Background: an optimization exercise with open tools, aiming at small area. Do not read the settings as production practice. Only simulation tests tie the RTL to the original design; equivalence was not proved. Power figures rest on the tool's default switching activity, not on a simulated workload.

==> flow/design.v (outline; a module is shown in full before it is edited, if it fits) <==
// module small_fifo: 51 lines
// module fallthrough_small_fifo: 52 lines
// module action_processor: 2053 lines
module action_processor
#(
   parameter C_AXIS_DATA_WIDTH = 64,
   parameter C_AXIS_TUSER_WIDTH=128,
   parameter C_AXIS_LEN_DATA_WIDTH=16,
   parameter C_AXIS_SPT_DATA_WIDTH=8,
   parameter C_AXIS_DPT_DATA_WIDTH=8,
   parameter OPENFLOW_ACTION_SIZE = 320
)
(
   input asclk,
   input aresetn,
   input [C_AXIS_DATA_WIDTH-1:0] s_axis_tdata,
   input [(C_AXIS_DATA_WIDTH/8)-1:0] s_axis_tstrb,
   input [C_AXIS_TUSER_WIDTH-1:0] s_axis_tuser,
   input  s_axis_tvalid,
   input  s_axis_tlast,
   output s_axis_tready,
   input [OPENFLOW_ACTION_SIZE -1: 0] lu_action,
   input lu_req,
   input lu_done,
   output [C_AXIS_DATA_WIDTH-1:0] m_axis_tdata,
   output [(C_AXIS_DATA_WIDTH/8)-1:0] m_axis_tstrb,
   output [C_AXIS_TUSER_WIDTH-1:0] m_axis_tuser,
   output m_axis_tvalid,
   output reg  m_axis_tlast,
   input  m_axis_tready,
   output reg [31:0] num_pkts_processed
);
  // ...
==> flow/run.sh <==
#!/bin/bash
# synth_recipe.tcl (not shown) runs the flow's synth.tcl, then flattens the netlist and writes it again
# the make line also repeats each setting of config.mk as NAME=value (left out here)
make -C /OpenROAD-flow-scripts/flow DESIGN_CONFIG=/design/flow/config.mk WORK_HOME=/design/flow/orfs CLKGATE_MAP_FILE= SYNTH_SCRIPT=/design/flow/synth_recipe.tcl finish
==> flow/config.mk <==
export PLATFORM = sky130hd
export DESIGN_NAME = action_processor
export DESIGN_NICKNAME = action_processor
export VERILOG_FILES = /design/flow/design.v
export SDC_FILE = /design/flow/constraint.sdc
export NUM_CORES = 4
export LEC_CHECK = 0
export CAP_MARGIN = 20
export CORE_MARGIN = 2
export CORE_UTILIZATION = 30
export PLACE_DENSITY = 0.5
export SLEW_MARGIN = 20
==> flow/constraint.sdc <==
create_clock -name core_clock -period 10.0 [get_ports {asclk}]
set_input_delay 2.0000 -clock core_clock [delete_from_list [all_inputs] [get_ports {asclk}]]
set_output_delay 2.0000 -clock core_clock [all_outputs]
set_load 0.01 [all_outputs]
==> impl_results.md, run 1 <==
- Status: finished clean
- Placed insts: between 20,000 and 25,000
- Min-Delay Endpoint: nw_out_data[30]$_SDFF_PN0_
- Area leader, netlist: edfxtp_1
- Worst-path fanout max: 40
- Critical Path RT: 8.00 ns
- Compound-cell area share of the yosys netlist: 0.0904
- Area of the multi-input gates: 0.0598 mm2
- Non-clk bufs: 852
- I/O Buffers: 668
- GRT overflow: 0
- Synth area leaders: edfxtp_1 40%, dfxtp_1 21%, mux4_2 8.4%, nand2_1 3.1%, mux2i_1 3.0%
- Seq pwr share: 0.486
- Total number of vias: 107,000
- Clock root buffer: clkbuf_16
- M3 GR Usage: 0.0328
- Remaining DRCs: 0
- Cell Count, Final, Fillers Out: 21,100
- R2R Setup Slk: 4.41 ns
- Power per cell area: 187 mW/mm2
- Comb. pwr: 2790 uW
- Routability cong.: between 0.9 and 1
- Hold Crit Class: reg -> reg
- Top class by area: flip-flops and latches
- Power, Total: 36,000 uW
- DR pass1 iterations: 6
- Worst slack at placement: 3.92 ns
- XOR/XNOR share of the synthesized area: 0.0246
- Final ANT Viol Nets: 0
- Clk. pwr: 15,700 uW
- NonClk Buf Share: 0.0428
- Post-Syn Area: 0.164 mm2
- Final Max Tran Viols: 0
- Inverters: roughly 250
- Worst hold slack: 0.429 ns
- Setup Fix Bufs, Post-CTS: 0
- Register area: 0.100 mm2
- Max Cap Viol: 0
- Finished Cell Area: 0.192 mm2
- Worst Hold Depth: 1
- Bufs on Longest Clock Path: 4
- Multi-input logic cell count: just over 8,000
- Hpwl dp: approximately 360,000 um
- Setup ws final: 3.42 ns
==> run 2: changes to the inputs <==
--- a/flow/design.v
+++ b/flow/design.v
@@ -203,20 +203,18 @@
               TPCS_6TH_A = 2048,
               TPCS_6TH_B = 4096;
    localparam NUM_SHIFT_STATES = 2;
    localparam PKT_EXIST = 1,
               PKT_PUSH = 2;
    localparam NUM_TU_STATES = 2;
    localparam TU_WAIT_TVALID = 1,
               TU_WAIT_TLAST = 2;
-   wire [C_AXIS_DATA_WIDTH-1:0] be_tx_data_infifo;
-   reg [C_AXIS_DATA_WIDTH-1:0] be_tx_data;
-   wire [(C_AXIS_DATA_WIDTH/8)-1:0] be_tx_strb_infifo;
-   reg [(C_AXIS_DATA_WIDTH/8)-1:0] be_tx_strb;
+   wire [C_AXIS_DATA_WIDTH-1:0] be_tx_data;
+   wire [(C_AXIS_DATA_WIDTH/8)-1:0] be_tx_strb;
    reg [OPENFLOW_ACTION_SIZE-1:0] result_reg;
    reg lu_done_d;
    reg lu_done_int;
    wire [16-1:0] forward_bitmask;
    wire [16-1:0] nf2_action_flag;
    wire [16-1:0] set_vlan_vid;
    wire [8-1:0] set_vlan_pcp;
    wire [48-1:0] set_dl_src;
@@ -234,33 +232,32 @@
    wire fifo_empty;
    reg tready_int;
    wire tx_valid_infifo;
    reg tx_valid, tx_valid_nxt;
    wire tx_last_infifo;
    reg tx_last, tx_last_nxt;
    wire [C_AXIS_DATA_WIDTH-1:0] tx_data;
    wire [C_AXIS_DATA_WIDTH/8-1:0] tx_strb;
-   reg vlan_msb, vlan_lsb, vlan_lsb_or_msb, vlan_lsb_msb, vlan_lsb_not_msb;
-   wire vlan_msb_nxt, vlan_lsb_nxt;
+   wire vlan_msb, vlan_lsb, vlan_lsb_or_msb, vlan_lsb_msb, vlan_lsb_not_msb;
    reg [NUM_DT_RD_STATES-1:0] dt_rd_state, dt_rd_state_nxt;
    reg dt_rd_onemore, dt_rd_onemore_nxt;
    reg [NUM_DL_STATES-1:0]  dl_state, dl_state_nxt;
    reg dl_out_wr, dl_out_wr_nxt;
    reg [C_AXIS_DATA_WIDTH-1:0] dl_out_data, dl_out_data_nxt;
    reg [C_AXIS_DATA_WIDTH/2-1:0] dl_out_data_buf, dl_out_data_buf_nxt;
    reg [C_AXIS_DATA_WIDTH/8-1:0] dl_out_strb, dl_out_strb_nxt;
    reg [C_AXIS_DATA_WIDTH/16-1:0] dl_out_strb_buf, dl_out_strb_buf_nxt;
    reg dl_out_last, dl_out_last_nxt;
    reg dl_proc_start, dl_proc_start_nxt;
    reg [1:0] dl_proc_done, dl_proc_done_nxt;
-   reg dl_out_wr_sft;
-   reg dl_proc_done_sft;
-   reg [C_AXIS_DATA_WIDTH-1:0] dl_out_data_sft;
-   reg [NUM_NW_STATES-1:0] nw_diff_state;
+   function [16:0] fold;
+      input [16:0] v;
+      fold = v[16] ? {1'b0, v[15:0] + 16'd1} : v;
+   endfunction
    reg is_ip, is_ip_nxt, is_ip_1st, is_ip_2nd;
    reg is_udp, is_udp_nxt, is_udp_1st, is_udp_2nd;
    reg is_tcp, is_tcp_nxt, is_tcp_1st, is_tcp_2nd;
    reg is_sctp, is_sctp_nxt, is_sctp_1st, is_sctp_2nd;
    reg [4:0] ip_hlen, ip_hlen_nxt, ip_hlen_1st, ip_hlen_2nd;
    reg [NUM_NW_STATES-1:0]  nw_state, nw_state_nxt;
    reg nw_out_wr, nw_out_wr_nxt, nw_out_wr_1st, nw_out_wr_2nd;
    reg [C_AXIS_DATA_WIDTH-1:0] nw_out_data, nw_out_data_nxt, nw_out_data_1st, nw_out_data_2nd;
@@ -305,35 +302,36 @@
    reg [C_AXIS_DATA_WIDTH-1:0] nw_out_data_4, nw_out_data_4_nxt;
    reg [C_AXIS_DATA_WIDTH/8-1:0] nw_out_strb_4, nw_out_strb_4_nxt;
    reg nw_out_last_4, nw_out_last_4_nxt;
    reg nw_out_wr_4, nw_out_wr_4_nxt;
    reg [C_AXIS_DATA_WIDTH-1:0] nw_out_data_5, nw_out_data_5_nxt;
    reg [C_AXIS_DATA_WIDTH/8-1:0] nw_out_strb_5, nw_out_strb_5_nxt;
    reg nw_out_last_5, nw_out_last_5_nxt;
    reg nw_out_wr_5, nw_out_wr_5_nxt;
-   reg [C_AXIS_DATA_WIDTH-1:0] tp_out_data, tp_out_data_nxt;
-   reg [C_AXIS_DATA_WIDTH/8-1:0] tp_out_strb, tp_out_strb_nxt;
+   reg [C_AXIS_DATA_WIDTH-1:0] tp_out_data_nxt;
+   reg [C_AXIS_DATA_WIDTH/8-1:0] tp_out_strb_nxt;
    reg tp_out_last, tp_out_last_nxt;
    reg tp_out_wr, tp_out_wr_nxt;
    reg [2:0] shift_cnt, shift_cnt_nxt;
    reg [NUM_SHIFT_STATES-1:0] shift_state, shift_state_nxt;
    wire [C_AXIS_DATA_WIDTH-1:0] le_tp_out_data;
    wire [C_AXIS_DATA_WIDTH/8-1:0] le_tp_out_strb;
    wire m_axis_tlast_int;
    wire m_axis_tvalid_dummy;
    wire pkt_buf_empty;
    reg m_tdata_rd_en;
    reg s_tuser_valid, s_tuser_valid_nxt;
    wire s_tuser_wr_en;
    reg [C_AXIS_TUSER_WIDTH-1:TUSER_DPT_POS+C_AXIS_DPT_DATA_WIDTH] tx_user_hi;
    reg [C_AXIS_SPT_DATA_WIDTH-1:0] tx_user_spt;
    reg [C_AXIS_LEN_DATA_WIDTH-1:0] tx_user_len;
-   reg [C_AXIS_LEN_DATA_WIDTH-1:0] tx_user_1, tx_user_1_nxt;
-   reg [C_AXIS_LEN_DATA_WIDTH-1:0] m_tuser_len;
+   reg [2:0] tx_user_1, tx_user_1_nxt;
+   reg [2:0] m_tuser_adj;
+   wire [C_AXIS_LEN_DATA_WIDTH-1:0] m_tuser_len;
    reg tx_user_rd_en;
    reg [NUM_TU_STATES-1:0] s_tuser_state, s_tuser_state_nxt;
    reg mi_tuser_valid, mi_tuser_valid_nxt;
    wire m_tuser_wr_en;
    reg m_tuser_rd_en;
    reg [NUM_TU_STATES-1:0] mi_tuser_state, mi_tuser_state_nxt;
    reg [NUM_DT_RD_STATES-1:0] out_dt_rd_state, out_dt_rd_state_nxt;
    reg [31:0] num_pkts_processed_nxt;
@@ -373,45 +371,73 @@
          tx_user_len <= s_axis_tuser[TUSER_LEN_POS +: C_AXIS_LEN_DATA_WIDTH];
       end
    end
    wire [2:0] s_strb_code = s_axis_tstrb[7] ? 3'd7 : s_axis_tstrb[6] ? 3'd6 :
                             s_axis_tstrb[5] ? 3'd5 : s_axis_tstrb[4] ? 3'd4 :
                             s_axis_tstrb[3] ? 3'd3 : s_axis_tstrb[2] ? 3'd2 :
                             s_axis_tstrb[1] ? 3'd1 : 3'd0;
    wire [2:0] tx_strb_code;
-   fallthrough_small_fifo
-     #(.WIDTH(C_AXIS_DATA_WIDTH+4), .MAX_DEPTH_BITS(4),
-       .CAPACITY(16), .PTR_BITS(4))
-     input_buf
-       (.din           ({s_axis_tlast,
-                         s_strb_code,
-                         s_axis_tdata}),   
-        .wr_en         ((s_axis_tvalid && s_axis_tready)),    
-        .rd_en         (fifo_rd_en),       
-        .dout          ({tx_last_infifo,
-                        tx_strb_code,
-                        tx_data}),
-        .nearly_full   (fifo_nearly_full),
-        .empty         (fifo_empty),
-        .reset         (~aresetn),
-        .clk           (asclk)
-        );
+   localparam RING_WIDTH = C_AXIS_DATA_WIDTH + 4;
+   reg [RING_WIDTH-1:0] in_ring [0:15];
+   reg [3:0] in_wp, in_rp;
+   reg [4:0] in_depth;
+   reg in_empty;
+   wire in_wr = s_axis_tvalid && s_axis_tready;
+   wire [RING_WIDTH-1:0] in_din = {s_axis_tlast, s_strb_code, s_axis_tdata};
+   wire in_q_empty = (in_depth == 0);
+   wire in_q_rd = in_empty ? ~in_q_empty : (fifo_rd_en & ~in_q_empty);
+   wire in_pop = fifo_rd_en & ~in_empty;
+   assign fifo_empty = in_empty;
+   assign fifo_nearly_full = (in_depth >= 15);
+   reg [3:0] in_rp_d;
+   wire [RING_WIDTH-1:0] in_head = in_ring[in_rp];
+   assign tx_last_infifo = in_head[RING_WIDTH-1];
+   assign {tx_strb_code, tx_data} = in_ring[in_rp_d][RING_WIDTH-2:0];
+   wire tx_head_lsb_valid = (in_head[RING_WIDTH-2 -: 3] >= 3'd4);
+   always @(posedge asclk) begin
+      if (~aresetn) begin
+         in_wp <= 0;
+         in_rp <= 0;
+         in_rp_d <= 0;
+         in_depth <= 0;
+         in_empty <= 1'b1;
+      end
+      else begin
+         in_rp_d <= in_rp;
+         if (lu_req) begin
+            in_wp <= 0;
+            in_rp <= 0;
+         end
+         else begin
+            if (in_wr)
+               in_wp <= in_wp + 1'b1;
+            if (in_pop)
+               in_rp <= in_rp + 1'b1;
+         end
+         if (in_wr & ~in_q_rd)
+            in_depth <= in_depth + 1'b1;
+         else if (~in_wr & in_q_rd)
+            in_depth <= in_depth - 1'b1;
+         if (in_empty | fifo_rd_en)
+            in_empty <= in_q_empty;
+      end
+   end
    assign tx_valid_infifo = 1'b1;
    generate
       genvar k;
       for (k=0; k<8; k=k+1) begin:gen_tx_strb
          assign tx_strb[k] = (tx_strb_code >= k);
       end
    endgenerate
    generate
       genvar i;
       for (i=0; i<8; i=i+1) begin:gen_network_order_data
-         assign be_tx_strb_infifo[7-i] = tx_strb[i];
-         assign be_tx_data_infifo[((56-i*8)+7):(56-i*8)]  = tx_data[(i*8+7):(i*8)];
+         assign be_tx_strb[7-i] = tx_strb[i];
+         assign be_tx_data[((56-i*8)+7):(56-i*8)]  = tx_data[(i*8+7):(i*8)];
       end
    endgenerate
    always @(posedge asclk) begin
       if (~aresetn) begin
          tready_int <= 0;
       end
       else begin
          if (lu_req) begin
@@ -563,17 +589,17 @@
             end
          end
          DT_RD_REST: begin
             if (~fifo_empty) begin
                fifo_rd_en = 1;
                tx_valid_nxt = tx_valid_infifo;
                tx_last_nxt = tx_last_infifo;
                if (tx_last_infifo) begin
-                  if (|be_tx_strb_infifo[3:0]) begin
+                  if (tx_head_lsb_valid) begin
                      dt_rd_onemore_nxt = 1;
                      dt_rd_state_nxt = DT_RD_WAIT;
                   end
                   else begin
                      dt_rd_state_nxt = DT_RD_1ST;
                   end
                end
             end
@@ -592,53 +618,36 @@
       end
       else begin
          tx_valid <= tx_valid_nxt;
          tx_last <= tx_last_nxt;
          dt_rd_onemore <= dt_rd_onemore_nxt;
          dt_rd_state <= dt_rd_state_nxt;
       end
    end
-   assign vlan_msb_nxt = ((be_tx_data_infifo[63:48] == 16'h8100) || (be_tx_data_infifo[63:48] == 16'h88a8)) ? 1 : 0;
-   assign vlan_lsb_nxt = ((be_tx_data_infifo[31:16] == 16'h8100) || (be_tx_data_infifo[31:16] == 16'h88a8)) ? 1 : 0;
-   always @(posedge asclk) begin
-      if (~aresetn) begin
-         be_tx_data <= 0;
-         be_tx_strb <= 0;
-         vlan_msb <= 0;
-         vlan_lsb <= 0;
-         vlan_lsb_or_msb <= 0;
-         vlan_lsb_msb <= 0;
-         vlan_lsb_not_msb <= 0;
-      end
-      else begin
-         be_tx_data <= be_tx_data_infifo;
-         be_tx_strb <= be_tx_strb_infifo;
-         vlan_lsb <= vlan_lsb_nxt;
-         vlan_msb <= vlan_msb_nxt;
-         vlan_lsb_or_msb <= (vlan_lsb_nxt || vlan_msb_nxt);
-         vlan_lsb_msb <= (vlan_lsb_nxt && vlan_msb_nxt);
-         vlan_lsb_not_msb <= (vlan_lsb_nxt && ~vlan_msb_nxt);
-      end
-   end
+   assign vlan_msb = ((be_tx_data[63:48] == 16'h8100) || (be_tx_data[63:48] == 16'h88a8)) ? 1 : 0;
+   assign vlan_lsb = ((be_tx_data[31:16] == 16'h8100) || (be_tx_data[31:16] == 16'h88a8)) ? 1 : 0;
+   assign vlan_lsb_or_msb = vlan_lsb || vlan_msb;
+   assign vlan_lsb_msb = vlan_lsb && vlan_msb;
+   assign vlan_lsb_not_msb = vlan_lsb && ~vlan_msb;
    always @(*) begin
       tx_user_rd_en = 0;
       dl_out_wr_nxt = 0;
       tx_user_1_nxt = tx_user_1;
       dl_out_data_nxt = be_tx_data;
       dl_out_strb_nxt = be_tx_strb;
       dl_out_data_buf_nxt = dl_out_data_buf;
       dl_out_strb_buf_nxt = dl_out_strb_buf;
       dl_out_last_nxt = tx_last;
       dl_proc_start_nxt = 0;
       dl_proc_done_nxt = 0;
       dl_state_nxt = dl_state;
       case (dl_state)
          DL_HDR_1ST: begin
-            tx_user_1_nxt = tx_user_len;
+            tx_user_1_nxt = 0;
             if (tx_valid) begin
                tx_user_rd_en = 1;
                dl_out_wr_nxt = 1;
                if (nf2_action_flag & 16'h0020) begin
                   dl_out_data_nxt[63:16] = set_dl_dst;
                end
                if (nf2_action_flag & 16'h0010) begin
                   dl_out_data_nxt[15:0] = set_dl_src[47:32];
@@ -656,33 +665,33 @@
                   if (vlan_lsb) begin
                      if (nf2_action_flag & 16'h0010) begin
                         dl_out_data_buf_nxt = set_dl_src[31:0];
                      end
                      else begin
                         dl_out_data_buf_nxt = be_tx_data[63:32];
                      end
                      dl_out_strb_buf_nxt = be_tx_strb[7:4];
-                     tx_user_1_nxt = tx_user_1-4;
+                     tx_user_1_nxt = tx_user_1-1;
                      dl_state_nxt = DL_HDR_3RD_POP;
                   end
                   else begin
                      dl_out_wr_nxt = 1;
                      dl_proc_done_nxt = FLAG_START_LSB;
                      dl_state_nxt = DL_THRU;
                   end
                end
                else if (nf2_action_flag & 16'h1000) begin
                   dl_out_wr_nxt = 1;
                   dl_out_data_nxt[31:16] = set_vlan_type;
                   dl_out_data_nxt[12] = 0;
                   dl_out_strb_nxt[3:0] = 4'b1111;
                   dl_out_data_buf_nxt = be_tx_data[31:0];
                   dl_out_strb_buf_nxt = be_tx_strb[3:0];
-                  tx_user_1_nxt = tx_user_1+4;
+                  tx_user_1_nxt = tx_user_1+1;
                   dl_state_nxt = DL_SFT_CHK;
                   if (vlan_lsb_or_msb) begin
                      if (nf2_action_flag & 16'h0002) begin
                         dl_out_data_nxt[11:0] = set_vlan_vid[11:0];
                      end
                      if (nf2_action_flag & 16'h0004) begin
                         dl_out_data_nxt[15:13] = set_vlan_pcp[2:0];
                      end
@@ -1123,170 +1132,170 @@
       nw_src_h_diff_nxt = nw_src_h_diff_2nd;
       nw_src_l_diff_nxt = nw_src_l_diff_2nd;
       nw_dst_h_diff_nxt = nw_dst_h_diff_2nd;
       nw_dst_l_diff_nxt = nw_dst_l_diff_2nd;
       nw_cs_inv_nxt = nw_cs_inv_2nd;
       tp_src_diff_nxt = tp_src_diff_2nd;
       tp_dst_diff_nxt = tp_dst_diff_2nd;
       tp_cs_inv_nxt = tp_cs_inv_2nd;
-      case (nw_diff_state)
+      case (nw_state)
          NW_HDR_1ST: begin
-            if (dl_out_wr_sft) begin
-               if (dl_proc_done_sft == FLAG_START_MSB) begin
-                  if (dl_out_data_sft[63:48] == 16'h0800) begin
-                     nw_tos_diff_nxt = {9'h00, nw_out_data_1st[39:32]} +
-                                       {9'hFF, ~dl_out_data_sft[39:32]};
+            if (dl_out_wr) begin
+               if (dl_proc_done[0] == FLAG_START_MSB) begin
+                  if (dl_out_data[63:48] == 16'h0800) begin
+                     nw_tos_diff_nxt = {9'h00, nw_out_data_nxt[39:32]} +
+                                       {9'hFF, ~dl_out_data[39:32]};
                   end
                   else begin
                      nw_tos_diff_nxt = 0;
                      nw_ttl_diff_nxt = 0;
                      nw_src_h_diff_nxt = 0;
                      nw_src_l_diff_nxt = 0;
                      nw_dst_h_diff_nxt = 0;
                      nw_dst_l_diff_nxt = 0;
                      nw_cs_inv_nxt = 0;
                   end
                end
-               else if (dl_proc_done_sft == FLAG_START_LSB) begin
-                  if (dl_out_data_sft[31:16] == 16'h0800) begin
-                     nw_tos_diff_nxt = {9'h00, nw_out_data_1st[7:0]} +
-                                       {9'hFF, ~dl_out_data_sft[7:0]};
+               else if (dl_proc_done[0] == FLAG_START_LSB) begin
+                  if (dl_out_data[31:16] == 16'h0800) begin
+                     nw_tos_diff_nxt = {9'h00, nw_out_data_nxt[7:0]} +
+                                       {9'hFF, ~dl_out_data[7:0]};
                   end
                   else begin
                      nw_tos_diff_nxt = 0;
                      nw_ttl_diff_nxt = 0;
                      nw_src_h_diff_nxt = 0;
                      nw_src_l_diff_nxt = 0;
                      nw_dst_h_diff_nxt = 0;
                      nw_dst_l_diff_nxt = 0;
                      nw_cs_inv_nxt = 0;
                   end
                end
             end
          end
          NW_HDR_2ND_PTN1: begin
-            if (dl_out_wr_sft) begin
-               nw_ttl_diff_nxt = {1'b0, nw_out_data_1st[15:8], 8'h00} +
-                                 {1'b0, ~dl_out_data_sft[15:8], 8'hFF};
+            if (dl_out_wr) begin
+               nw_ttl_diff_nxt = {1'b0, nw_out_data_nxt[15:8], 8'h00} +
+                                 {1'b0, ~dl_out_data[15:8], 8'hFF};
             end
          end
          NW_HDR_2ND_PTN2: begin
-            if (dl_out_wr_sft) begin
-               nw_ttl_diff_nxt = {1'b0, nw_out_data_1st[47:40], 8'h00} +
-                                 {1'b0, ~dl_out_data_sft[47:40], 8'hFF};
-               nw_src_h_diff_nxt = {1'b0, nw_out_data_1st[15:0]} +
-                                   {1'b0, ~dl_out_data_sft[15:0]};
-               nw_cs_inv_nxt = {1'b0, ~dl_out_data_sft[31:16]};
+            if (dl_out_wr) begin
+               nw_ttl_diff_nxt = {1'b0, nw_out_data_nxt[47:40], 8'h00} +
+                                 {1'b0, ~dl_out_data[47:40], 8'hFF};
+               nw_src_h_diff_nxt = {1'b0, nw_out_data_nxt[15:0]} +
+                                   {1'b0, ~dl_out_data[15:0]};
+               nw_cs_inv_nxt = {1'b0, ~dl_out_data[31:16]};
             end
          end
          NW_HDR_3RD_PTN1: begin
-            if (dl_out_wr_sft) begin
-               nw_src_h_diff_nxt = {1'b0, nw_out_data_1st[47:32]} +
-                                   {1'b0, ~dl_out_data_sft[47:32]};
-               nw_src_l_diff_nxt = {1'b0, nw_out_data_1st[31:16]} +
-                                   {1'b0,~dl_out_data_sft[31:16]};
-               nw_dst_h_diff_nxt = {1'b0, nw_out_data_1st[15:0]} +
-                                   {1'b0, ~dl_out_data_sft[15:0]};
-               nw_cs_inv_nxt = {1'b0, ~dl_out_data_sft[63:48]};
+            if (dl_out_wr) begin
+               nw_src_h_diff_nxt = {1'b0, nw_out_data_nxt[47:32]} +
+                                   {1'b0, ~dl_out_data[47:32]};
+               nw_src_l_diff_nxt = {1'b0, nw_out_data_nxt[31:16]} +
+                                   {1'b0,~dl_out_data[31:16]};
+               nw_dst_h_diff_nxt = {1'b0, nw_out_data_nxt[15:0]} +
+                                   {1'b0, ~dl_out_data[15:0]};
+               nw_cs_inv_nxt = {1'b0, ~dl_out_data[63:48]};
             end
          end
          NW_HDR_3RD_PTN2: begin
-            if (dl_out_wr_sft) begin
-               nw_src_l_diff_nxt = {1'b0, nw_out_data_1st[63:48]} +
-                                   {1'b0,~dl_out_data_sft[63:48]};
-               nw_dst_h_diff_nxt = {1'b0, nw_out_data_1st[47:32]} +
-                                   {1'b0, ~dl_out_data_sft[47:32]};
-               nw_dst_l_diff_nxt = {1'b0, nw_out_data_1st[31:16]} +
-                                   {1'b0, ~dl_out_data_sft[31:16]};
-               tp_src_diff_nxt = {1'b0, nw_out_data_1st[15:0]} +
-                                 {1'b0, ~dl_out_data_sft[15:0]};
+            if (dl_out_wr) begin
+               nw_src_l_diff_nxt = {1'b0, nw_out_data_nxt[63:48]} +
+                                   {1'b0,~dl_out_data[63:48]};
+               nw_dst_h_diff_nxt = {1'b0, nw_out_data_nxt[47:32]} +
+                                   {1'b0, ~dl_out_data[47:32]};
+               nw_dst_l_diff_nxt = {1'b0, nw_out_data_nxt[31:16]} +
+                                   {1'b0, ~dl_out_data[31:16]};
+               tp_src_diff_nxt = {1'b0, nw_out_data_nxt[15:0]} +
+                                 {1'b0, ~dl_out_data[15:0]};
             end
          end
          NW_HDR_4TH_PTN1: begin
-            if (dl_out_wr_sft) begin
-               if (ip_hlen_2nd == 1) begin
-                  if (is_udp_2nd || is_tcp_2nd) begin
-                     tp_src_diff_nxt = {1'b0, nw_out_data_1st[47:32]} +
-                                       {1'b0, ~dl_out_data_sft[47:32]};
-                     tp_dst_diff_nxt = {1'b0, nw_out_data_1st[31:16]} +
-                                       {1'b0, ~dl_out_data_sft[31:16]};
+            if (dl_out_wr) begin
+               if (ip_hlen_1st == 1) begin
+                  if (is_udp_1st || is_tcp_1st) begin
+                     tp_src_diff_nxt = {1'b0, nw_out_data_nxt[47:32]} +
+                                       {1'b0, ~dl_out_data[47:32]};
+                     tp_dst_diff_nxt = {1'b0, nw_out_data_nxt[31:16]} +
+                                       {1'b0, ~dl_out_data[31:16]};
                   end
                   else begin
                      tp_src_diff_nxt = 0;
                      tp_dst_diff_nxt = 0;
                   end
                end
-               else if (ip_hlen_2nd == 3) begin
-                  if (is_udp_2nd || is_tcp_2nd) begin
-                     tp_src_diff_nxt = {1'b0, nw_out_data_1st[15:0]} +
-                                       {1'b0, ~dl_out_data_sft[15:0]};
+               else if (ip_hlen_1st == 3) begin
+                  if (is_udp_1st || is_tcp_1st) begin
+                     tp_src_diff_nxt = {1'b0, nw_out_data_nxt[15:0]} +
+                                       {1'b0, ~dl_out_data[15:0]};
                   end
                   else begin
                      tp_src_diff_nxt = 0;
                      tp_dst_diff_nxt = 0;
                   end
                end
-               nw_dst_l_diff_nxt = {1'b0, nw_out_data_1st[63:48]} +
-                                   {1'b0, ~dl_out_data_sft[63:48]};
+               nw_dst_l_diff_nxt = {1'b0, nw_out_data_nxt[63:48]} +
+                                   {1'b0, ~dl_out_data[63:48]};
             end
          end
          NW_OPT_PASS: begin
-            if (dl_out_wr_sft) begin
-               if (ip_hlen_2nd == 1) begin
-                  if (is_udp_2nd || is_tcp_2nd) begin
-                     tp_src_diff_nxt = {1'b0, nw_out_data_1st[47:32]} +
-                                       {1'b0, ~dl_out_data_sft[47:32]};
-                     tp_dst_diff_nxt = {1'b0, nw_out_data_1st[31:16]} +
-                                       {1'b0, ~dl_out_data_sft[31:16]};
+            if (dl_out_wr) begin
+               if (ip_hlen_1st == 1) begin
+                  if (is_udp_1st || is_tcp_1st) begin
+                     tp_src_diff_nxt = {1'b0, nw_out_data_nxt[47:32]} +
+                                       {1'b0, ~dl_out_data[47:32]};
+                     tp_dst_diff_nxt = {1'b0, nw_out_data_nxt[31:16]} +
+                                       {1'b0, ~dl_out_data[31:16]};
                   end
                   else begin
                      tp_src_diff_nxt = 0;
                      tp_dst_diff_nxt = 0;
                   end
                end
-               else if (ip_hlen_2nd == 3) begin
-                  if (is_udp_2nd || is_tcp_2nd) begin
-                     tp_src_diff_nxt = {1'b0, nw_out_data_1st[15:0]} +
-                                       {1'b0, ~dl_out_data_sft[15:0]};
+               else if (ip_hlen_1st == 3) begin
+                  if (is_udp_1st || is_tcp_1st) begin
+                     tp_src_diff_nxt = {1'b0, nw_out_data_nxt[15:0]} +
+                                       {1'b0, ~dl_out_data[15:0]};
                   end
                   else begin
                      tp_src_diff_nxt = 0;
                      tp_dst_diff_nxt = 0;
                   end
                end
             end
          end
          TP_HDR_2ND_PTN1: begin
-            if (dl_out_wr_sft) begin
-               tp_dst_diff_nxt = {1'b0, nw_out_data_1st[63:48]} +
-                                 {1'b0, ~dl_out_data_sft[63:48]};
-               if (is_udp_2nd) begin
-                  tp_cs_inv_nxt = {1'b0, ~dl_out_data_sft[31:16]};
+            if (dl_out_wr) begin
+               tp_dst_diff_nxt = {1'b0, nw_out_data_nxt[63:48]} +
+                                 {1'b0, ~dl_out_data[63:48]};
+               if (is_udp_1st) begin
+                  tp_cs_inv_nxt = {1'b0, ~dl_out_data[31:16]};
                end
             end
          end
          TP_HDR_2ND_PTN2: begin
-            if (dl_out_wr_sft) begin
-               if (is_udp_2nd) begin
-                  tp_cs_inv_nxt = {1'b0, ~dl_out_data_sft[63:48]};
+            if (dl_out_wr) begin
+               if (is_udp_1st) begin
+                  tp_cs_inv_nxt = {1'b0, ~dl_out_data[63:48]};
                end
             end
          end
          TP_HDR_3RD_PTN1: begin
-            if (dl_out_wr_sft) begin
-               if (is_tcp_2nd) begin
-                  tp_cs_inv_nxt = {1'b0, ~dl_out_data_sft[15:0]};
+            if (dl_out_wr) begin
+               if (is_tcp_1st) begin
+                  tp_cs_inv_nxt = {1'b0, ~dl_out_data[15:0]};
                end
             end
          end
          TP_HDR_3RD_PTN2: begin
-            if (dl_out_wr_sft) begin
-               if (is_tcp_2nd) begin
-                  tp_cs_inv_nxt = {1'b0, ~dl_out_data_sft[47:32]};
+            if (dl_out_wr) begin
+               if (is_tcp_1st) begin
+                  tp_cs_inv_nxt = {1'b0, ~dl_out_data[47:32]};
                end
             end
          end
       endcase
    end
    always @(posedge asclk) begin
       if (~aresetn) begin
          nw_tos_diff_2nd <= 0;
@@ -1296,40 +1305,26 @@
          nw_dst_h_diff_2nd <= 0;
          nw_dst_l_diff_2nd <= 0;
          nw_cs_inv_2nd <= 0;
          tp_src_diff_2nd <= 0;
          tp_dst_diff_2nd <= 0;
          tp_cs_inv_2nd <= 0;
       end
       else begin
-         nw_tos_diff_2nd <= nw_tos_diff_nxt;
-         nw_ttl_diff_2nd <= nw_ttl_diff_nxt;
-         nw_src_h_diff_2nd <= nw_src_h_diff_nxt;
-         nw_src_l_diff_2nd <= nw_src_l_diff_nxt;
-         nw_dst_h_diff_2nd <= nw_dst_h_diff_nxt;
-         nw_dst_l_diff_2nd <= nw_dst_l_diff_nxt;
-         nw_cs_inv_2nd <= nw_cs_inv_nxt;
-         tp_src_diff_2nd <= tp_src_diff_nxt;
-         tp_dst_diff_2nd <= tp_dst_diff_nxt;
-         tp_cs_inv_2nd <= tp_cs_inv_nxt;
-      end
-   end
-   always @(posedge asclk) begin
-      if (~aresetn) begin
-         dl_out_wr_sft <= 0;
-         dl_proc_done_sft <= 0;
-         dl_out_data_sft <= 0;
-         nw_diff_state <= NW_HDR_1ST;
-      end
-      else begin
-         dl_out_wr_sft <= dl_out_wr;
-         dl_proc_done_sft <= dl_proc_done;
-         dl_out_data_sft <= dl_out_data;
-         nw_diff_state <= nw_state;
+         nw_tos_diff_2nd <= fold(nw_tos_diff_nxt);
+         nw_ttl_diff_2nd <= fold(nw_ttl_diff_nxt);
+         nw_src_h_diff_2nd <= fold(nw_src_h_diff_nxt);
+         nw_src_l_diff_2nd <= fold(nw_src_l_diff_nxt);
+         nw_dst_h_diff_2nd <= fold(nw_dst_h_diff_nxt);
+         nw_dst_l_diff_2nd <= fold(nw_dst_l_diff_nxt);
+         nw_cs_inv_2nd <= {1'b0, nw_cs_inv_nxt[15:0]};
+         tp_src_diff_2nd <= fold(tp_src_diff_nxt);
+         tp_dst_diff_2nd <= fold(tp_dst_diff_nxt);
+         tp_cs_inv_2nd <= {1'b0, tp_cs_inv_nxt[15:0]};
       end
    end
    always @(posedge asclk) begin
       if (~aresetn) begin
          nw_out_data_1st <= 0;
          nw_out_strb_1st <= 0;
          nw_out_last_1st <= 0;
          nw_out_wr_1st <= 0;
@@ -1408,81 +1403,27 @@
          nw_proc_done <= nw_proc_done_2nd;
          is_ip <= is_ip_2nd;
          is_udp <= is_udp_2nd;
          is_tcp <= is_tcp_2nd;
          is_sctp <= is_sctp_2nd;
          ip_hlen <= ip_hlen_2nd;
       end
    end
-   always @(posedge asclk) begin
-      if (~aresetn) begin
-         nw_tos_diff <= 0;
-         nw_ttl_diff <= 0;
-         nw_src_h_diff <= 0;
-         nw_src_l_diff <= 0;
-         nw_dst_h_diff <= 0;
-         nw_dst_l_diff <= 0;
-         nw_cs_inv <= 0;
-         tp_src_diff <= 0;
-         tp_dst_diff <= 0;
-         tp_cs_inv <= 0;
-      end
-      else begin
-         if (nw_tos_diff_2nd[16] == 1) begin
-            nw_tos_diff <= nw_tos_diff_2nd[15:0] + 1;
-         end
-         else begin
-            nw_tos_diff <= nw_tos_diff_2nd;
-         end
-         if (nw_ttl_diff_2nd[16] == 1) begin
-            nw_ttl_diff <= nw_ttl_diff_2nd[15:0] + 1;
-         end
-         else begin
-            nw_ttl_diff <= nw_ttl_diff_2nd;
-         end
-         if (nw_src_h_diff_2nd[16] == 1) begin
-            nw_src_h_diff <= nw_src_h_diff_2nd[15:0] + 1;
-         end
-         else begin
-            nw_src_h_diff <= nw_src_h_diff_2nd;
-         end
-         if (nw_src_l_diff_2nd[16] == 1) begin
-            nw_src_l_diff <= nw_src_l_diff_2nd[15:0] + 1;
-         end
-         else begin
-            nw_src_l_diff <= nw_src_l_diff_2nd;
-         end
-         if (nw_dst_h_diff_2nd[16] == 1) begin
-            nw_dst_h_diff <= nw_dst_h_diff_2nd[15:0] + 1;
-         end
-         else begin
-            nw_dst_h_diff <= nw_dst_h_diff_2nd;
-         end
-         if (nw_dst_l_diff_2nd[16] == 1) begin
-            nw_dst_l_diff <= nw_dst_l_diff_2nd[15:0] + 1;
-         end
-         else begin
-            nw_dst_l_diff <= nw_dst_l_diff_2nd;
-         end
-         nw_cs_inv <= nw_cs_inv_2nd;
-         if (tp_src_diff_2nd[16] == 1) begin
-            tp_src_diff <= tp_src_diff_2nd[15:0] + 1;
-         end
-         else begin
-            tp_src_diff <= tp_src_diff_2nd;
-         end
-         if (tp_dst_diff_2nd[16] == 1) begin
-            tp_dst_diff <= tp_dst_diff_2nd[15:0] + 1;
-         end
-         else begin
-            tp_dst_diff <= tp_dst_diff_2nd;
-         end
-         tp_cs_inv <= tp_cs_inv_2nd;
-      end
+   always @(*) begin
+      nw_tos_diff = nw_tos_diff_2nd;
+      nw_ttl_diff = nw_ttl_diff_2nd;
+      nw_src_h_diff = nw_src_h_diff_2nd;
+      nw_src_l_diff = nw_src_l_diff_2nd;
+      nw_dst_h_diff = nw_dst_h_diff_2nd;
+      nw_dst_l_diff = nw_dst_l_diff_2nd;
+      nw_cs_inv = nw_cs_inv_2nd;
+      tp_src_diff = tp_src_diff_2nd;
+      tp_dst_diff = tp_dst_diff_2nd;
+      tp_cs_inv = tp_cs_inv_2nd;
    end
    always @(*) begin
       nw_diff1_nxt = nw_diff1;
       nw_diff2_nxt = nw_diff2;
       nw_pseudo_diff_nxt = nw_pseudo_diff;
       nw_cs_done_nxt = 0;
       case (nwcs_state)
          NWCS_3RD: begin
@@ -1521,19 +1462,19 @@
    always @(posedge asclk) begin
       if (~aresetn) begin
          nw_diff1 <= 0;
          nw_diff2 <= 0;
          nw_pseudo_diff <= 0;
          nw_cs_done <= 0;
       end
       else begin
-         nw_diff1 <= nw_diff1_nxt;
-         nw_diff2 <= nw_diff2_nxt;
-         nw_pseudo_diff <= nw_pseudo_diff_nxt;
+         nw_diff1 <= {1'b0, nw_diff1_nxt[15:0]};
+         nw_diff2 <= {1'b0, nw_diff2_nxt[15:0]};
+         nw_pseudo_diff <= {1'b0, nw_pseudo_diff_nxt[15:0]};
          nw_cs_done <= nw_cs_done_nxt;
       end
    end
    always @(*) begin
       nw_proc_flag_nxt = nw_proc_flag;
       nw_nxt_proc_flag_nxt = nw_nxt_proc_flag;
       nwcs_state_nxt = nwcs_state;
       case (nwcs_state)
@@ -1726,17 +1667,17 @@
       endcase
    end
    always @(posedge asclk) begin
       if (~aresetn) begin
          tp_diff <= 0;
          tp_cs_done <= 0;
       end
       else begin
-         tp_diff <= tp_diff_nxt;
+         tp_diff <= {1'b0, tp_diff_nxt[15:0]};
          tp_cs_done <= tp_cs_done_nxt;
       end
    end
    always @(*) begin
       tp_proto_nxt = tp_proto;
       tp_proc_flag_nxt = tp_proc_flag;
       tpcs_state_nxt = tpcs_state;
       case (tpcs_state)
@@ -1866,18 +1807,18 @@
       nw_out_data_4_nxt = nw_out_data_4;
       nw_out_strb_4_nxt = nw_out_strb_4;
       nw_out_last_4_nxt = nw_out_last_4;
       nw_out_wr_4_nxt = nw_out_wr_4;
       nw_out_data_5_nxt = nw_out_data_5;
       nw_out_strb_5_nxt = nw_out_strb_5;
       nw_out_last_5_nxt = nw_out_last_5;
       nw_out_wr_5_nxt = nw_out_wr_5;
-      tp_out_data_nxt = tp_out_data;
-      tp_out_strb_nxt = tp_out_strb;
+      tp_out_data_nxt = nw_out_data_5;
+      tp_out_strb_nxt = nw_out_strb_5;
       tp_out_last_nxt = tp_out_last;
       tp_out_wr_nxt = 0;
       shift_cnt_nxt = shift_cnt;
       shift_state_nxt = shift_state;
       case (shift_state)
          PKT_EXIST: begin
             if (nw_out_wr) begin
                nw_out_data_1_nxt = nw_out_data;
@@ -2003,18 +1944,16 @@
          nw_out_data_4 <= 0;
          nw_out_strb_4 <= 0;
          nw_out_last_4 <= 0;
          nw_out_wr_4 <= 0;
          nw_out_data_5 <= 0;
          nw_out_strb_5 <= 0;
          nw_out_last_5 <= 0;
          nw_out_wr_5 <= 0;
-         tp_out_data <= 0;
-         tp_out_strb <= 0;
          tp_out_last <= 0;
          tp_out_wr <= 0;
          shift_cnt <= 0;
          shift_state <= PKT_EXIST;
       end
       else begin
          nw_out_data_1 <= nw_out_data_1_nxt;
          nw_out_strb_1 <= nw_out_strb_1_nxt;
@@ -2031,55 +1970,128 @@
          nw_out_data_4 <= nw_out_data_4_nxt;
          nw_out_strb_4 <= nw_out_strb_4_nxt;
          nw_out_last_4 <= nw_out_last_4_nxt;
          nw_out_wr_4 <= nw_out_wr_4_nxt;
          nw_out_data_5 <= nw_out_data_5_nxt;
          nw_out_strb_5 <= nw_out_strb_5_nxt;
          nw_out_last_5 <= nw_out_last_5_nxt;
          nw_out_wr_5 <= nw_out_wr_5_nxt;
-         tp_out_data <= tp_out_data_nxt;
-         tp_out_strb <= tp_out_strb_nxt;
          tp_out_last <= tp_out_last_nxt;
          tp_out_wr <= tp_out_wr_nxt;
          shift_cnt <= shift_cnt_nxt;
          shift_state <= shift_state_nxt;
       end
    end
    generate
       genvar j;
       for (j=0; j<8; j=j+1) begin:gen_little_endian_data
-         assign le_tp_out_strb[7-j] = tp_out_strb[j];
+         assign le_tp_out_strb[7-j] = tp_out_strb_nxt[j];
          assign le_tp_out_data[((56-j*8)+7):(56-j*8)]  =
-            tp_out_data[(j*8+7):(j*8)];
+            tp_out_data_nxt[(j*8+7):(j*8)];
       end
    endgenerate
    wire [2:0] le_tp_out_strb_code =
       le_tp_out_strb[7] ? 3'd7 : le_tp_out_strb[6] ? 3'd6 :
       le_tp_out_strb[5] ? 3'd5 : le_tp_out_strb[4] ? 3'd4 :
       le_tp_out_strb[3] ? 3'd3 : le_tp_out_strb[2] ? 3'd2 :
       le_tp_out_strb[1] ? 3'd1 : 3'd0;
    wire [2:0] m_strb_code;
-   fallthrough_small_fifo
-     #(.WIDTH(C_AXIS_DATA_WIDTH+4), .MAX_DEPTH_BITS(4),
-       .CAPACITY(14), .PTR_BITS(4))
-     output_fifo
-       (.din           ({tp_out_last,
-                         le_tp_out_strb_code,
-                         le_tp_out_data}),   
-        .wr_en         (tp_out_wr),    
-        .rd_en         (m_tdata_rd_en),
-        .dout          ({m_axis_tlast_int,
-                         m_strb_code,
-                         m_axis_tdata}),
-        .nearly_full   (),
-        .empty         (pkt_buf_empty),
-        .reset         (~aresetn),
-        .clk           (asclk)
-        );
+   reg [4:0] o_depth;
+   reg o_empty;
+   reg [RING_WIDTH-1:0] o_ring [0:2];
+   reg [1:0] o_wp, o_rp, o_cnt;
+   reg [3:0] o_wj, o_rj;
+   reg [15:0] o_loc;
+   wire o_we = tp_out_wr_nxt;
+   wire [RING_WIDTH-1:0] o_din = {tp_out_last_nxt, le_tp_out_strb_code, le_tp_out_data};
+   reg [RING_WIDTH-1:0] o_spill_word;
+   wire o_q_empty = (o_depth == 0);
+   wire o_q_rd = o_empty ? ~o_q_empty : (m_tdata_rd_en & ~o_q_empty);
+   wire o_pop = m_tdata_rd_en & ~o_empty;
+   wire o_rd_loc = o_loc[o_rj];
+   wire o_ring_pop = o_pop & ~o_rd_loc;
+   wire o_spill = o_we & (o_cnt == 2'd3) & ~o_ring_pop;
+   wire o_ring_wr = o_we & ~o_spill;
+   wire o_spill_own = o_spill & (o_wj >= 3) & (o_wj <= 6);
+   wire [RING_WIDTH-1:0] in_bus = (o_spill & ~o_spill_own) ? o_din : in_din;
+   assign pkt_buf_empty = o_empty;
+   assign {m_axis_tlast_int, m_strb_code, m_axis_tdata} =
+      o_rd_loc ? o_spill_word : o_ring[o_rp];
+   always @(*) begin
+      case (o_rj)
+         4'd4: o_spill_word = in_ring[4];
+         4'd5: o_spill_word = in_ring[5];
+         4'd6: o_spill_word = in_ring[6];
+         4'd7: o_spill_word = in_ring[7];
+         4'd8: o_spill_word = in_ring[8];
+         4'd9: o_spill_word = in_ring[9];
+         4'd10: o_spill_word = in_ring[10];
+         4'd11: o_spill_word = in_ring[11];
+         4'd12: o_spill_word = in_ring[12];
+         4'd13: o_spill_word = in_ring[13];
+         default: o_spill_word = in_ring[3];
+      endcase
+   end
+   integer r;
+   always @(posedge asclk) begin
+      for (r=0; r<16; r=r+1) begin
+         if (r >= 3 && r <= 6) begin
+            if (o_spill_own && o_wj == r)
+               in_ring[r] <= o_din;
+            else if (in_wr && in_wp == r)
+               in_ring[r] <= in_din;
+         end
+         else begin
+            if ((o_spill && o_wj == r) || (in_wr && in_wp == r))
+               in_ring[r] <= in_bus;
+         end
+      end
+      if (o_ring_wr)
+         o_ring[o_wp] <= o_din;
+      if (o_we)
+         o_loc[o_wj] <= o_spill;
+   end
+   always @(posedge asclk) begin
+      if (~aresetn) begin
+         o_depth <= 0;
+         o_empty <= 1'b1;
+         o_wp <= 0;
+         o_rp <= 0;
+         o_cnt <= 0;
+         o_wj <= 0;
+         o_rj <= 0;
+      end
+      else begin
+         if (tp_out_wr & ~o_q_rd)
+            o_depth <= o_depth + 1'b1;
+         else if (~tp_out_wr & o_q_rd)
+            o_depth <= o_depth - 1'b1;
+         if (o_empty | m_tdata_rd_en)
+            o_empty <= o_q_empty;
+         if (o_ring_wr)
+            o_wp <= (o_wp == 2'd2) ? 2'd0 : o_wp + 1'b1;
+         if (o_ring_pop)
+            o_rp <= (o_rp == 2'd2) ? 2'd0 : o_rp + 1'b1;
+         if (o_ring_wr & ~o_ring_pop)
+            o_cnt <= o_cnt + 1'b1;
+         else if (~o_ring_wr & o_ring_pop)
+            o_cnt <= o_cnt - 1'b1;
+         if (lu_req) begin
+            o_wj <= 0;
+            o_rj <= 0;
+         end
+         else begin
+            if (o_we)
+               o_wj <= o_wj + 1'b1;
+            if (o_pop)
+               o_rj <= o_rj + 1'b1;
+         end
+      end
+   end
    generate
       genvar m;
       for (m=0; m<8; m=m+1) begin:gen_m_strb
          assign m_axis_tstrb[m] = (m_strb_code >= m);
       end
    endgenerate
    assign m_axis_tvalid = ~pkt_buf_empty;
    always @(*) begin
@@ -2108,19 +2120,20 @@
       else begin
          mi_tuser_valid <= mi_tuser_valid_nxt;
          mi_tuser_state <= mi_tuser_state_nxt;
       end
    end
    assign m_tuser_wr_en = tp_out_wr && mi_tuser_valid;
    always @(posedge asclk) begin
       if (m_tuser_wr_en) begin
-         m_tuser_len <= tx_user_1;
+         m_tuser_adj <= tx_user_1;
       end
    end
+   assign m_tuser_len = tx_user_len + {{(C_AXIS_LEN_DATA_WIDTH-5){m_tuser_adj[2]}}, m_tuser_adj, 2'b00};
    assign m_axis_tuser = {tx_user_hi,
                           forward_bitmask[C_AXIS_DPT_DATA_WIDTH-1:0],
                           tx_user_spt,
                           m_tuser_len};
    always @(*) begin
       num_pkts_processed_nxt = num_pkts_processed;
       m_tdata_rd_en = 0;
       m_tuser_rd_en = 0;
==> flow/flow/run.sh (new file) <==
#!/bin/bash
# The standard layout (standard.sh, unchanged synthesis) with two changes:
# ports are buffered with the smallest buffer, and clock tree synthesis adds
# no dummy loads. Each tool's output is in the ORFS logs under orfs/logs.
set -euo pipefail
export BUFFER_PORTS_ARGS="-buffer_cell sky130_fd_sc_hd__buf_1"
export CTS_ARGS="-sink_clustering_enable -repair_clock_nets -dont_use_dummy_load"
bash standard.sh > standard_flow.log 2>&1
==> flow/standard.sh (new file) <==
#!/bin/bash
# synth_recipe.tcl (not shown) runs the flow's synth.tcl, then flattens the netlist and writes it again
# the make line also repeats each setting of config.mk as NAME=value (left out here)
make -C /OpenROAD-flow-scripts/flow DESIGN_CONFIG=/design/flow/config.mk WORK_HOME=/design/flow/orfs CLKGATE_MAP_FILE= SYNTH_SCRIPT=/design/flow/synth_recipe.tcl "${@:-finish}"
removed: flow/run.sh
==> run 2 against run 1 <==
Synthesized cell count up 7.5%; sequential share of layout area down 7.6 points; worst setup slack worse by 2.2 ns; critical endpoint is now nw_src_l_diff_2nd[15]$_SDFF_PN0_; largest cell class unchanged.
==> impl_results.md, run 2 <==
- Status: finished clean (unchanged)
- CP Launch Type: flip-flop (unchanged)
- Worst Hold Depth: 2 (was 1)
- Combinational share of power: 0.086 (was 0.078)
- RR Startpoint: nw_state[8]$_SDFFE_PN0P_ (was tp_diff[0]$_SDFFE_PN0P_)
- Worst hold slack: 0.393 ns (was 0.429 ns)
- Layout cells sized above 1: 0.0869 (was 0.120)
- R2R Setup Slk: 1.26 ns (was 4.41 ns)
- Sequential-to-total area share from yosys stat: 0.504 (was 0.612)
- Cts repair resizes: 0 (unchanged)
- Setup violators final: 0 (unchanged)
- Avg Cell Area, Syn: 9.92 um2 (was 12.6 um2)
- Hold Vio Cnt, Final: 0 (unchanged)
- Hpwl dp: 447,000 um (was 360,000 um)
- Fill count: 47,000 (was 53,200)
- Unrepaired setup endpoints after global routing: false (unchanged)
- Remaining DRCs: 0 (unchanged)
- Power, Total: 24,700 uW (was 36,000 uW)
- GRT Total Usage: 0.262 (was 0.184)
- Seq pwr share: 0.499 (was 0.486)
- Sw Ratio: 0.253 (was 0.238)
- Max VDD drop: 0.128 mV (was 0.149 mV)
- FMAX: 114 MHz (was 152 MHz)
- Clock root buffer: clkbuf_16 (unchanged)
- IO Pins: 762 (unchanged)
- Cell internal pwr: 18,400 uW (was 27,500 uW)
- Worst-margin pin slew: 1.30 ns (was 1.19 ns)
- CP Capture Type: flip-flop (was primary output)
- CTS tree: yes (unchanged)
- Synth top cells by count: 1,717 x nand2_1, 1,431 x edfxtp_1, 1,335 x dfxtp_1 (was 2,176 x edfxtp_1, 1,739 x dfxtp_1, 1,348 x nand2_1)
- Die ar.: 0.467 mm2 (was 0.551 mm2)
- Post-synth EDFFs: 1,431 (was 2,176)
- Final Cycle Share: 0.874 (was 0.658)
- Routability cong.: 0.991 (was 0.952)
- Depth of the CTS H-tree: 5 (unchanged)
- Worst-path fanout max: 68 (was 40)
- DR pass1 iterations: 8 (was 6)
- Layout area overhead: 13.1% (was 17.5%)
- Slew margin rel.: 0.132 (was 0.204)
- Total Routed Length: 643,000 um (was 528,000 um)
- Largest net degree at the start of global routing: 218 (was 233)
- WL per Instance: 31.3 um (was 25.0 um)
- Setup_tns: 0 ns (unchanged)
- DIE HEIGHT: 683 um (was 743 um)
- Synth unique cells: 117 (was 109)
- Commonest cells after routing, fill and taps aside: 1,710 x nand2_1, 1,431 x edfxtp_1, 1,325 x dfxtp_1 (was 2,176 x edfxtp_1, 1,728 x dfxtp_1, 1,346 x nand2_1)
- LEAKAGE: 0.0539 uW (was 0.0645 uW)
- Power per cell area: 158 mW/mm2 (was 187 mW/mm2)
- Worst Min Path Start: lu_done_d$_SDFF_PN0_ (was nw_out_data_2nd[30]$_SDFF_PN0_)
- WP data arrival: 9.57 ns (was 4.58 ns)
- Initial DRC count: 16,200 (was 9,634)
- Bufs on Longest Clock Path: 4 (unchanged)
- Post-Syn Area: 0.138 mm2 (was 0.164 mm2)
- Post-CTS Hold Buffers: 0 (unchanged)
- Yosys top cell area share: 0.311 (was 0.399)
- Layout Nets: 15,200 (was 14,300)
- Area of the multi-input gates: 0.0644 mm2 (was 0.0598 mm2)
- Clock-pin slew on the worst setup and hold paths: 0.06 ns (about the same)
- Synth Net Count: 14,800 (was 13,800)
- Critical Path RT: 10.83 ns (was 8.00 ns)
- Synth area leaders: edfxtp_1 31%, dfxtp_1 19%, nand2_1 4.7%, a21oi_1 3.9%, mux2i_1 3.5% (was edfxtp_1 40%, dfxtp_1 21%, mux4_2 8.4%, nand2_1 3.1%, mux2i_1 3.0%)
- R2R depth: 21 (was 19)
- Num CTS Buffers: 326 (was 425)
- Initial antenna violation count: 88 (was 74)
- Commonest non-fill, non-tap cell in the layout: nand2_1 (was edfxtp_1)
- Skew-Pair Late Insertion Delay: 1.03 ns (about the same)
- GRT overflow: 0 (unchanged)
- Final ANT Viol Nets: 0 (unchanged)
- Hold Crit Class: reg -> reg (unchanged)
- Max reg flops: 1,088 (unchanged)
- Ys flop type: edfxtp_1 (unchanged)
- Clock power frac: 0.415 (was 0.437)
- Worst Clk Skew: 0.161 ns (was 0.0577 ns)
- Core area: 0.460 mm2 (was 0.544 mm2)
- Top-count cell post-synth: nand2_1 (was edfxtp_1)
- First-pass GRT wire length: 878,000 um (was 750,000 um)
- Vias in the first global route: 110,000 (was 102,000)
- Starting Density: 0.301 (about the same)
- Post-DR vias/cell: 5.85 (was 5.07)
- Crit Reg-Reg Endpoint: nw_src_l_diff_2nd[15]$_SDFF_PN0_ (was tp_diff[15]$_SDFFE_PN0P_)
- Min Tclk post-route: 8.74 ns (was 6.58 ns)
- Final Max Tran Viols: 0 (unchanged)
- I/O Buffers: 668 (unchanged)
- Min-Delay Endpoint: lu_done_int$_SDFFE_PN0P_ (was nw_out_data[30]$_SDFF_PN0_)
- Max Cap Viol: 0 (unchanged)
- Ys async rst share: 0 (unchanged)
- Register area: 0.0697 mm2 (was 0.100 mm2)
- Flops & latches, synth: 2,766 (was 3,915)
- Net switching power: 6240 uW (was 8570 uW)
- Post-Syn Instances: 14,000 (was 13,000)
- Total number of vias: 120,000 (was 107,000)
- Area leader, netlist: edfxtp_1 (unchanged)
- Crit path kind: reg -> reg (was reg -> out)
- Row Count: 249 (was 271)
- Sink Count: 2,766 (was 3,915)
- Yosys warns: 2 (was 3)
- Die width: 683 um (was 743 um)
- Setup Fix Bufs, Post-CTS: 0 (unchanged)
==> run 2: cell count changes in the layout (fill, tap and decap cells not counted), sizes merged, moves of 404 or more <==
cell | before | now
buf | 186 | 1007
edfxtp | 2176 | 1431
clkdlybuf4s50 | 666 | 0
mux4 | 609 | 16
a22oi | 56 | 558
dfxtp | 1739 | 1335
==> run 2: worst max-delay path: stages, from the launching register on <==
cell      delay (ns)
dfxtp_1         0.42
or4_1           0.93
nor2_1          0.87
nand3_1         0.27
nand2_1         0.36
nor2_1          0.11
buf_4           0.22
nor2_4          0.30
buf_12          0.40
nor2_1          0.08
a21oi_1         0.27
ha_1            0.30
a211oi_1        0.64
o21ai_0         0.32
nand3_1         0.16
nand2_1         0.06
o21ai_0         0.90
o21ai_0         0.24
a221oi_1        0.70
nand4b_1        0.29
or4b_1          0.57
a21oi_1         0.14
==> run 2: cell type report <==
type / count / share of cell area
antenna: 55 / 0.000880
clock buffer: 326 / 0.0521
multi-input combinational: 9942 / 0.412
sequential: 2766 / 0.446
inverter: 270 / 0.00654
timing repair buffer: 1009 / 0.0336
tap: 6149 / 0.0492
==> run 2: routing by layer <==
metal / vias up / global-route usage / part of all wire / routed length [um]
li1: 52600 / - / - / -
met4: 50 / 0.152 / 0.068 / 43900
met3: 1431 / 0.0636 / 0.10 / 67500
met1: 59300 / 0.341 / 0.40 / 255000
met5: - / 0 / 0.00049 / 317
met2: 6682 / 0.394 / 0.43 / 276000
==> run 2: worst max-delay path by stage <==
stage	startpoint	endpoint	slack [ns]	depth (start not counted)
floorplan	m_axis_tready	o_ring[1][0]$_DFFE_PP_	1.24	8
global placement	nw_state[8]$_SDFFE_PN0P_	tp_src_diff_2nd[14]$_SDFF_PN0_	1.77	23
detailed placement	nw_state[9]$_SDFFE_PN0P_	nw_src_l_diff_2nd[15]$_SDFF_PN0_	1.77	21
CTS	nw_state[8]$_SDFFE_PN0P_	nw_src_l_diff_2nd[15]$_SDFF_PN0_	1.71	21
global route	nw_state[8]$_SDFFE_PN0P_	nw_src_l_diff_2nd[15]$_SDFF_PN0_	0.90	21
finish	nw_state[8]$_SDFFE_PN0P_	nw_src_l_diff_2nd[15]$_SDFF_PN0_	1.26	21
==> run 2: stage by stage <==
stage / setup WS, ns / instance area (um2) / instances / util
finish: 1.26 / 156000 / 20500 / 0.340
CTS: 1.71 / 156000 / 20500 / 0.340
global placement: 1.77 / 148000 / 20100 / 0.322
detailed placement: 1.77 / 148000 / 20100 / 0.322
global route: 0.899 / 156000 / 20500 / 0.340
floorplan: 1.24 / 138000 / 14000 / -
==> run 2: kinds of logic after synthesis <==
| logic type | synth area share |
|---|---|
| compound gates | 0.191 |
| xor+xnor | 0.0249 |
| fa+ha+maj | 0.0294 |
| buf+inv | 0.0357 |
| flops | 0.504 |
| mux | 0.0631 |
| other cells | 0.0000271 |
| simple gates | 0.153 |
==> run 2: power groups by stage <==
stage | sequential [uW] | combinational (uW) | clock, uW
after global placement | 12600 | 2040 | 0
final | 12300 | 2120 | 10200
after CTS | 12300 | 2060 | 10400
after floorplan | 12400 | 1210 | 0
after global routing | 12300 | 2240 | 10800
after detailed placement | 12600 | 2050 | 0
==> run 3: changes to the inputs <==
--- a/flow/flow/run.sh
+++ b/flow/flow/run.sh
@@ -4,5 +4,5 @@
 # no dummy loads. Each tool's output is in the ORFS logs under orfs/logs.
 set -euo pipefail
 export BUFFER_PORTS_ARGS="-buffer_cell sky130_fd_sc_hd__buf_1"
-export CTS_ARGS="-sink_clustering_enable -repair_clock_nets -dont_use_dummy_load"
+export CTS_ARGS="-sink_clustering_enable -repair_clock_nets -dont_use_dummy_load -buf_list {sky130_fd_sc_hd__clkbuf_4 sky130_fd_sc_hd__clkbuf_8}"
 bash standard.sh > standard_flow.log 2>&1
==> run 3 against run 2 <==
First-iteration DRC count down 1.8%; still clean on timing, DRC and antenna; hold slack lost 0.012 ns; non-clock buffer count unchanged; largest power group unchanged; worst setup slack improved by 0.018 ns; sequential power barely moved; global-route usage increased by 0.071 points; critical path type unchanged; synthesized cell count unchanged; die area did not move.
==> impl_results.md, run 3 <==
- Status: finished clean (unchanged)
- Worst-path fanout max: 68 (unchanged)
- Layout Nets: 15,300 (was 15,200)
- Final Max Tran Viols: 0 (unchanged)
- Commonest non-fill, non-tap cell in the layout: nand2_1 (unchanged)
- Synth Net Count: 14,800 (unchanged)
- Post-CTS Hold Buffers: 0 (unchanged)
- Num CTS Buffers: 485 (was 326)
- Worst-margin pin slew: 1.34 ns (was 1.30 ns)
- CTS tree: yes (unchanged)
- Max reg flops: 1,088 (unchanged)
- Crit path kind: reg -> reg (unchanged)
- Die width: 683 um (unchanged)
- Clock root buffer: clkbuf_8 (was clkbuf_16)
- Layout cells sized above 1: 0.0969 (was 0.0869)
- Synth unique cells: 117 (unchanged)
- Clock-pin slew on the worst setup and hold paths: 0.05 ns (was 0.06 ns)
- Net switching power: 6180 uW (was 6240 uW)
- Cell internal pwr: 17,000 uW (was 18,400 uW)
- Yosys warns: 2 (unchanged)
- Setup_tns: 0 ns (unchanged)
- Sw Ratio: 0.267 (was 0.253)
- Power, Total: 23,200 uW (was 24,700 uW)
- WP data arrival: 9.80 ns (was 9.57 ns)
- Die ar.: 0.467 mm2 (unchanged)
- Row Count: 249 (unchanged)
- Initial antenna violation count: 83 (was 88)
- Hpwl dp: 447,000 um (unchanged)
- GRT Total Usage: 0.262 (about the same)
- LEAKAGE: 0.0534 uW (was 0.0539 uW)
- Layout area overhead: 12.0% (was 13.1%)
- Starting Density: 0.301 (unchanged)
- Final ANT Viol Nets: 0 (unchanged)
- Area of the multi-input gates: 0.0644 mm2 (unchanged)
- GRT overflow: 0 (unchanged)
- Power per cell area: 150 mW/mm2 (was 158 mW/mm2)
- Placed insts: 20,100 (unchanged)
- Avg Cell Area, Syn: 9.92 um2 (unchanged)
- DIE HEIGHT: 683 um (unchanged)
- Crit path largest cell delay: 0.93 ns (about the same)
- Area leader, netlist: edfxtp_1 (unchanged)
- Seq pwr share: 0.532 (was 0.499)
- DR pass1 iterations: 9 (was 8)
- Clock power frac: 0.376 (was 0.415)
- Slew margin rel.: 0.103 (was 0.132)
- Synth top cells by count: 1,717 x nand2_1, 1,431 x edfxtp_1, 1,335 x dfxtp_1 (unchanged)
- Layout Utilization: 0.337 (was 0.340)
- Core area: 0.460 mm2 (unchanged)
- Bufs on Longest Clock Path: 4 (unchanged)
- Hold Vio Cnt, Final: 0 (unchanged)
- Total Routed Length: 645,000 um (was 643,000 um)
- Yosys top cell area share: 0.311 (unchanged)
- Hold Crit Class: reg -> reg (unchanged)
- RR Startpoint: nw_state[8]$_SDFFE_PN0P_ (unchanged)
- Synth area leaders: edfxtp_1 31%, dfxtp_1 19%, nand2_1 4.7%, a21oi_1 3.9%, mux2i_1 3.5% (unchanged)
- Slowest-stage cell, CP: or4_1 (unchanged)
- Final Cycle Share: 0.872 (was 0.874)
- Remaining DRCs: 0 (unchanged)
- CP Launch Type: flip-flop (unchanged)
- Ys flop type: edfxtp_1 (unchanged)
- Cell Count, Final, Fillers Out: 20,700 (was 20,500)
- Max VDD drop: 0.121 mV (was 0.128 mV)
- Largest net degree at the start of global routing: 218 (unchanged)
- Initial DRC count: 15,900 (was 16,200)
- FMAX: 115 MHz (was 114 MHz)
- Cts repair resizes: 0 (unchanged)
- Register area: 0.0697 mm2 (unchanged)
- First-pass GRT wire length: 881,000 um (was 878,000 um)
- Max Cap Viol: 0 (unchanged)
- Sequential-to-total area share from yosys stat: 0.504 (unchanged)
- Depth of the CTS H-tree: 5 (unchanged)
- WL per Instance: 31.2 um (was 31.3 um)
- Setup Fix Bufs, Post-CTS: 0 (unchanged)
- Routability cong.: 0.991 (unchanged)
- Fill count: 47,300 (was 47,000)
- Min Tclk post-route: 8.72 ns (was 8.74 ns)
- Flops & latches, synth: 2,766 (unchanged)
- Total number of vias: 121,000 (was 120,000)
- Skew-Pair Late Insertion Delay: 1.27 ns (was 1.03 ns)
- Commonest cells after routing, fill and taps aside: 1,710 x nand2_1, 1,431 x edfxtp_1, 1,325 x dfxtp_1 (unchanged)
- Critical Path Source: nw_state[8]$_SDFFE_PN0P_ (unchanged)
- IO Pins: 762 (unchanged)
- Worst Clk Skew: 0.209 ns (was 0.161 ns)
- I/O Buffers: 668 (unchanged)
- Worst-path cell chain: or4_1, nor2_1, nand3_1, nand2_1, nor2_1, buf_4, nor2_4, buf_12, nor2_1, a21oi_1, ha_1, a211oi_1, o21ai_0, nand3_1, nand2_1, o21ai_0, o21ai_0, a221oi_1, nand4b_1, or4b_1, a21oi_1 (unchanged)
- Combinational share of power: 0.092 (was 0.086)
- Post-Syn Instances: 14,000 (unchanged)
- CP Capture Type: flip-flop (unchanged)
- Sink Count: 2,766 (unchanged)
- Top-count cell post-synth: nand2_1 (unchanged)
- Worst Min Path Start: nw_out_data[17]$_SDFF_PN0_ (was lu_done_d$_SDFF_PN0_)
- Post-Syn Area: 0.138 mm2 (unchanged)
- Worst hold slack: 0.381 ns (was 0.393 ns)
- Post-synth EDFFs: 1,431 (unchanged)
- Unrepaired setup endpoints after global routing: false (unchanged)
- Ys async rst share: 0 (unchanged)
- Setup violators final: 0 (unchanged)
- Vias in the first global route: 111,000 (was 110,000)
- Critical Path RT: 11.08 ns (was 10.83 ns)
- Post-DR vias/cell: 5.85 (about the same)
run 3: cell count changes in the layout (fill, tap and decap cells not counted):
cell	change
clkbuf_16	-326
diode_2	-2
clkbuf_8	+485
run 3: power by group through the flow:
stage	logic [uW]	registers, uW	clock network (uW)
after floorplan	1210	12400	0
after global placement	2040	12600	0
after detailed placement	2050	12600	0
after CTS	2060	12300	8910
after global routing	2240	12300	9320
final	2120	12300	8720
run 3: critical path, delay by kind of cell, from the launching register on:
family	cells	cell delay (ns)
and+or+nand+nor	11	4.03
AOI/OAI and AO/OA	7	3.17
buffers and inverters	2	0.62
DFF	1	0.41
adders and majority gates	1	0.31
run 3: through the flow:
stage	worst slack [ns]	instance area [um2]
6_report	1.28	155000
4_1_cts	1.69	155000
3_3_place_gp	1.77	148000
2_1_floorplan	1.24	138000
5_1_grt	0.845	155000
3_5_place_dp	1.77	148000
run 3: worst paths after layout:
check             depth (start not counted)                          endpoint  slack, ns
setup / recovery                         21  nw_src_l_diff_2nd[15]$_SDFF_PN0_       1.28
hold / removal                            2    nw_out_data_1[17]$_SDFFE_PN0P_       0.38
setup reg to reg                         21  nw_src_l_diff_2nd[15]$_SDFF_PN0_       1.28
hold reg to reg                           2    nw_out_data_1[17]$_SDFFE_PN0P_       0.38
run 3: layout make-up:
class,count,share of cell area
well taps,6149,0.0496
multi-input cells,9942,0.416
inverters,270,0.00660
clock buffers,485,0.0431
diodes,53,0.000856
repair buffers,1009,0.0340
flip-flops and latches,2766,0.450
run 3: logic make-up after synthesis:
group | after synthesis | synth area share
compound gates | 3909 | 0.191
buf+inv | 1244 | 0.0357
simple gates | 4518 | 0.153
mux | 812 | 0.0631
flops | 2766 | 0.504
xor+xnor | 388 | 0.0249
other cells | 1 | 0.0000271
fa+ha+maj | 314 | 0.0294
run 3: layer usage:
layer / GRT usage / up-vias / wire (um)
met5: 0 / - / 294
met4: 0.160 / 44 / 46400
met3: 0.0650 / 1634 / 67200
met2: 0.392 / 6941 / 275000
met1: 0.341 / 59300 / 256000
li1: - / 52900 / -

[separate check: timing with driven ports]
No port has a modelled driver above. Below, the same layouts with a new extraction and two added sets of constraints. Step 1 assumes that a clkbuf_16 drives the clock port and a buf_2 every other input. Step 2 moves the port delays by t, midway between the first and last clock arrival at a register: inputs arrive t later, outputs are due t later. That takes back most of the time a late clock gives input paths. Three values: no drivers, after step 1, after step 2; two values: the first two.
run | shift t [ns] | setup slack, ns | hold slack, ns | clock arrival spread, ns | worst register clock-pin slew, ns
run 1 | 1.135 | 3.425 / 3.293 / 3.992 | 0.429 / 0.429 / 0.429 | 0.068 / 0.068 | 0.07 / 0.07
run 2 | 1.065 | 1.264 / 1.264 / 1.264 | 0.393 / 0.393 / 0.393 | 0.175 / 0.175 | 0.07 / 0.07
run 3 | 1.302 | 1.282 / 1.282 / 1.282 | 0.381 / 0.381 / 0.381 | 0.244 / 0.244 | 0.07 / 0.07
After both steps setup and hold are still met in every run listed.
